Background: an optimization exercise with open tools, aiming at small area. Do not read the settings as production practice. The RTL was checked by simulation tests, not by an equivalence proof against the original design.

Setup of umber:
// mag_dig_top
module mag_dig_top #(
  parameter ADC_BITS=10,
  parameter W=24,
  parameter FRAC=12,
  parameter LOG2_OSR_MAX=8
)(
  input                 clk,
  input                 rst_n,
  input  [ADC_BITS-1:0] adc_code,
  input                 adc_valid,
  input  [1:0]          mux_sel,
  input  sclk,
  input  cs_n,
  input  mosi,
  output miso,
  input  [31:0]         version_id
);
  reg  [3:0] ph;
  reg        sweep;
  wire [15:0] P = 16'd1 << ph;
  reg        rtC, rtR;         
  reg  [1:0] wax;              
  wire       rtCR = rtC | rtR;
  wire       adc_ok = adc_valid & (mux_sel != 2'd3);
  reg        bv;
  reg  [1:0] bax;
  reg  [9:0] bs;                
  reg        rp;
  reg  [1:0] rpax;
  always @(posedge clk or negedge rst_n) begin
    if (!rst_n) begin
      ph <= 4'd0; sweep <= 1'b1;
      rtC <= 1'b0; rtR <= 1'b0; wax <= 2'd0;
      bv <= 1'b0;
    end else begin
      ph <= ph + 4'd1;
      if (P[15]) begin
        sweep <= 1'b0;
        if (bv | adc_ok) begin
          rtC <= 1'b1; rtR <= 1'b0; wax <= adc_ok ? mux_sel : bax;
        end else if (rp) begin
          rtC <= 1'b0; rtR <= 1'b1; wax <= rpax;
        end else begin
          rtC <= 1'b0; rtR <= 1'b0;
        end
      end
      if (adc_ok) bv <= 1'b1;
      else if (P[0] & rtC) bv <= 1'b0;
    end
  end
  always @(posedge clk) begin
    if (adc_ok) begin bax <= mux_sel; bs <= {~adc_code[9], adc_code[8:0]}; end
  end
  reg        n50, n60, st;
  reg  [7:0] alpha, osr;
  reg        crc_error;
  reg  [2:0] slope24;           
  reg  [2:0] offs, gains;       
  reg  [383:0] LX, LY, LZ, G;
  reg  [1:0] cap_ax;
  reg        cap, cap_g, cap_o;    
  wire [1:0] lsel = rtCR ? wax : cap_ax;
  wire [23:0] HEAD  = (lsel == 2'd0) ? LX[360 +: 24] : (lsel == 2'd1) ? LY[360 +: 24] : LZ[360 +: 24];
  wire [23:0] NEXT  = (lsel == 2'd0) ? LX[336 +: 24] : (lsel == 2'd1) ? LY[336 +: 24] : LZ[336 +: 24];
  ...
Size: ~1,800 flip-flops, roughly 51 I/O pins, roughly 0.068 mm² of cells after synthesis.
Settings: LEC_CHECK=0, ABC_AREA=1, CAP_MARGIN=20, CORE_MARGIN=2, CORE_UTILIZATION=45, CTS_CLUSTER_DIAMETER=80, CTS_CLUSTER_SIZE=26, GPL_TIMING_DRIVEN=0, PLACE_DENSITY=0.6, SLEW_MARGIN=20; clock period 55.0 ns.
standard.sh (not shown) runs the stock make flow with config.mk's settings and CLKGATE_MAP_FILE= SYNTH_SCRIPT=/design/flow/synth_recipe.tcl, a recipe that flattens the netlist after the stock synthesis.
==> flow/flow/run.sh <==
#!/bin/bash
# Own layout flow: the standard ORFS flow (standard.sh) with three changes to how
# the layout is made:
#  - the buffers ABC inserted during synthesis are removed at floorplan
#    (REMOVE_ABC_BUFFERS=1) and repair_design re-buffers only where needed;
#  - the port buffers are sky130_fd_sc_hd__buf_1 (every port still gets a buffer);
#  - clock tree synthesis does not add dummy loads (the tree stays balanced by
#    clustering; no register's clock is delayed on purpose).
# Synthesis is the standard one (standard.sh runs synth_recipe.tcl unchanged).
set -euo pipefail
export REMOVE_ABC_BUFFERS=1
export BUFFER_PORTS_ARGS="-buffer_cell sky130_fd_sc_hd__buf_1"
export CTS_ARGS="-sink_clustering_enable -repair_clock_nets -sink_clustering_size 26 -sink_clustering_max_diameter 80 -dont_use_dummy_load"
bash standard.sh finish > flow_standard.log 2>&1
umber: flow completed, timing, DRC and antenna clean
diff inputs: umber => lagoon
- CTS_CLUSTER_SIZE: 26 -> 28
- CTS_CLUSTER_DIAMETER: 80 -> 84
- GPL_TIMING_DRIVEN: 0 -> 1
==> flow/run.sh (new file) <==
#!/bin/bash
# synth_recipe.tcl (not shown) runs the flow's synth.tcl, then flattens the netlist and writes it again
# the make line also repeats each setting of config.mk as NAME=value (left out here)
make -C /OpenROAD-flow-scripts/flow DESIGN_CONFIG=/design/flow/config.mk WORK_HOME=/design/flow/orfs CLKGATE_MAP_FILE= SYNTH_SCRIPT=/design/flow/synth_recipe.tcl finish
removed: flow/flow/run.sh
removed: flow/standard.sh
Relative to umber, the wire length on met3 of lagoon is lower by about 0.4%.
lagoon against umber: sequential share of layout area up 0.20 points, final cell count up 93.
Input changes introduced in xenon (baseline for comparison: lagoon):
- swapping 28 for 26 in CTS_CLUSTER_SIZE
- swapping 84 for 80 in CTS_CLUSTER_DIAMETER
Results
Lower register share of the cell area goes to xenon over lagoon. Summary of the comparison: critical path data arrival time is higher in xenon, relative to lagoon. Minimum hold slack sits lower in xenon than in lagoon. xenon falls short of lagoon in highest clock frequency the design can meet. Diff lagoon..xenon | sequential cell count | unchanged. Of lagoon and xenon, the run reporting the lower utilization after layout was lagoon. Row transition at the pin with the smallest max-transition slack: xenon higher / lagoon lower. Setup slack on xenon is behind lagoon. xenon falls short of lagoon in minimum clock period. The run showing the smaller critical path depth is xenon.
Edits applied to the flow inputs when going from xenon to cedar:
- GPL_TIMING_DRIVEN: 1 -> 0
--- outcome ---
- Between xenon and cedar, the area of all sequential standard cells figures differ only marginally.
- In cedar, the global-route usage came out 2.9 points above the value in xenon.
- ph[2]$_DFF_PN0_ as the launch point of the worst path was reported by xenon, and rtC$_DFFE_PN0P_ by cedar.
- cedar ended up with a higher design area than xenon did.
- On critical path required time, cedar and xenon are neck and neck.
- cedar vs xenon — largest net degree at the start of global routing dropped 18.
> inputs changed (cedar -> juniper)
- GPL_TIMING_DRIVEN: 0 -> 1
- CTS_CLUSTER_DIAMETER: 80 -> 84
- CTS_CLUSTER_SIZE: 26 -> 28
==> flow/flow/run.sh (new file) <==
#!/bin/bash
# Own layout flow: the standard ORFS flow (standard.sh, standard synthesis) with two
# changes to how the layout is made:
#  - the port buffers are sky130_fd_sc_hd__buf_1 (every port still gets a buffer);
#  - clock tree synthesis adds no dummy loads (the H-tree is still balanced by its
#    clustering; no register's clock is delayed on purpose).
set -euo pipefail
export BUFFER_PORTS_ARGS="-buffer_cell sky130_fd_sc_hd__buf_1"
export CTS_ARGS="-sink_clustering_enable -repair_clock_nets -sink_clustering_size 28 -sink_clustering_max_diameter 84 -dont_use_dummy_load"
bash standard.sh finish > flow_standard.log 2>&1
==> flow/standard.sh (new file) <==
#!/bin/bash
# synth_recipe.tcl (not shown) runs the flow's synth.tcl, then flattens the netlist and writes it again
# the make line also repeats each setting of config.mk as NAME=value (left out here)
make -C /OpenROAD-flow-scripts/flow DESIGN_CONFIG=/design/flow/config.mk WORK_HOME=/design/flow/orfs CLKGATE_MAP_FILE= SYNTH_SCRIPT=/design/flow/synth_recipe.tcl "${@:-finish}"
removed: flow/run.sh
[summary]
For juniper, the slowest cell on the critical path was nand2_1, unlike cedar, where it was clkbuf_1.
Shortest clock period the worst path allows after layout ended up 1.58 ns lower on juniper than on cedar.
Going from cedar to juniper, clock-cell share of area now sits lower, highest cell delay on the worst timing path now sits lower, number of DRC violations after detailed-routing iteration 0 now sits higher, placed wire-length estimate after detailed placement now sits lower.
Summary: with cedar as the reference, number of cells on the critical path in juniper moved up slightly.


Setup of run 1:
mag_dig_top, a different RTL version from the one above (not shown whole).
Size in the first run: roughly 6200 cells after synthesis, about 1800 flip-flops, ~51 I/O pins, ~66000 sq um of cells after synthesis.
clock: 55.0 ns
lec_check: 0
abc_area: 1
cap_margin: 20
core_margin: 2
core_utilization: 45
cts_cluster_diameter: 84
cts_cluster_size: 28
gpl_timing_driven: 1
place_density: 0.6
slew_margin: 20
==> flow/flow/run.sh <==
#!/bin/bash
# Own layout flow: the standard ORFS flow (standard.sh, standard synthesis) with two
# changes to how the layout is made:
#  - the port buffers are sky130_fd_sc_hd__buf_1 (every port still gets a buffer);
#  - clock tree synthesis adds no dummy loads (the H-tree is still balanced by its
#    clustering; no register's clock is delayed on purpose).
set -euo pipefail
export BUFFER_PORTS_ARGS="-buffer_cell sky130_fd_sc_hd__buf_1"
export CTS_ARGS="-sink_clustering_enable -repair_clock_nets -sink_clustering_size 28 -sink_clustering_max_diameter 84 -dont_use_dummy_load"
bash standard.sh finish > flow_standard.log 2>&1
#### Input delta (run 2 over run 1)
-- flow/flow/run.sh --
<<< run 1, line 8
export BUFFER_PORTS_ARGS="-buffer_cell sky130_fd_sc_hd__buf_1"
export CTS_ARGS="-sink_clustering_enable -repair_clock_nets -sink_clustering_size 28 -sink_clustering_max_diameter 84 -dont_use_dummy_load"
bash standard.sh finish > flow_standard.log 2>&1
>>> run 2, line 8
export BUFFER_PORTS_ARGS="-buffer_cell sky130_fd_sc_hd__buf_1"
export CTS_ARGS="-sink_clustering_enable -repair_clock_nets -sink_clustering_size 32 -sink_clustering_max_diameter 84 -dont_use_dummy_load"
bash standard.sh finish > flow_standard.log 2>&1
Results
Run 1 and run 2 ended up with nearly the same count of fill cells added during filler insertion.
Run 1 and run 2 ended up with nearly the same average vias per placed instance.
Hold slack was lower in the run labelled run 1.
The following lists how run 3 was set up differently from run 2:
Settings: changing CTS_CLUSTER_DIAMETER from 84 to 70; changing CTS_CLUSTER_SIZE from 28 to 34; changing PLACE_DENSITY from 0.6 to 0.7.
-- flow/flow/run.sh --
<<< run 2, line 8
export BUFFER_PORTS_ARGS="-buffer_cell sky130_fd_sc_hd__buf_1"
export CTS_ARGS="-sink_clustering_enable -repair_clock_nets -sink_clustering_size 32 -sink_clustering_max_diameter 84 -dont_use_dummy_load"
bash standard.sh finish > flow_standard.log 2>&1
>>> run 3, line 8
export BUFFER_PORTS_ARGS="-buffer_cell sky130_fd_sc_hd__buf_1"
export CTS_ARGS="-sink_clustering_enable -repair_clock_nets -sink_clustering_size 34 -sink_clustering_max_diameter 70 -dont_use_dummy_load"
bash standard.sh finish > flow_standard.log 2>&1
Findings:
There was hardly any difference in number of standard cells in the final layout excluding fillers between run 3 and run 2.
Comparing run 3 with run 2, the finished layout cell area came out essentially unchanged.
In the flow results for run 2 and run 3, the setup slack is larger on run 3.
| worst setup slack after placement | run 3 vs run 2 | 0.13 ns lower |
Re final worst hold slack: run 2 and run 3 aren't equal, and the higher value belongs to run 2.

==> static timing again, ports no longer ideal <==
In the flow no input, the clock included, has a driving cell. The finished layouts below were timed again as built, in two steps. Step 1 (the two cells are an assumption about what drives the block):
set clk [get_ports {clk}]
set_driving_cell -lib_cell sky130_fd_sc_hd__clkbuf_16 $clk
set_driving_cell -lib_cell sky130_fd_sc_hd__buf_2 [delete_from_list [all_inputs] $clk]
Step 2 also shifts input and output timing later by t, the mid clock arrival at the registers, as if the neighbouring blocks saw the same clock. Three values: no drivers, after step 1, after step 2; two values: the first two.
run	t (ns)	slack for setup (ns)	hold WS [ns]	cell pins on the clock port's net
umber	0.787	27.678 / 27.678 / 27.678	0.282 / 0.282 / 0.282	1
lagoon	0.818	29.803 / 29.803 / 29.803	0.311 / 0.311 / 0.311	1
xenon	0.833	29.724 / 29.724 / 29.724	0.298 / 0.298 / 0.298	1
cedar	0.849	28.282 / 28.282 / 28.282	0.264 / 0.264 / 0.264	1
juniper	0.789	29.865 / 29.865 / 29.865	0.256 / 0.256 / 0.256	1
run 1	0.787	30.044 / 30.044 / 30.044	0.208 / 0.208 / 0.208	1
run 2	0.791	29.986 / 29.986 / 29.986	0.252 / 0.252 / 0.252	1
run 3	0.777	30.003 / 30.003 / 30.003	0.224 / 0.224 / 0.224	1
After both steps every run listed still meets setup and hold.
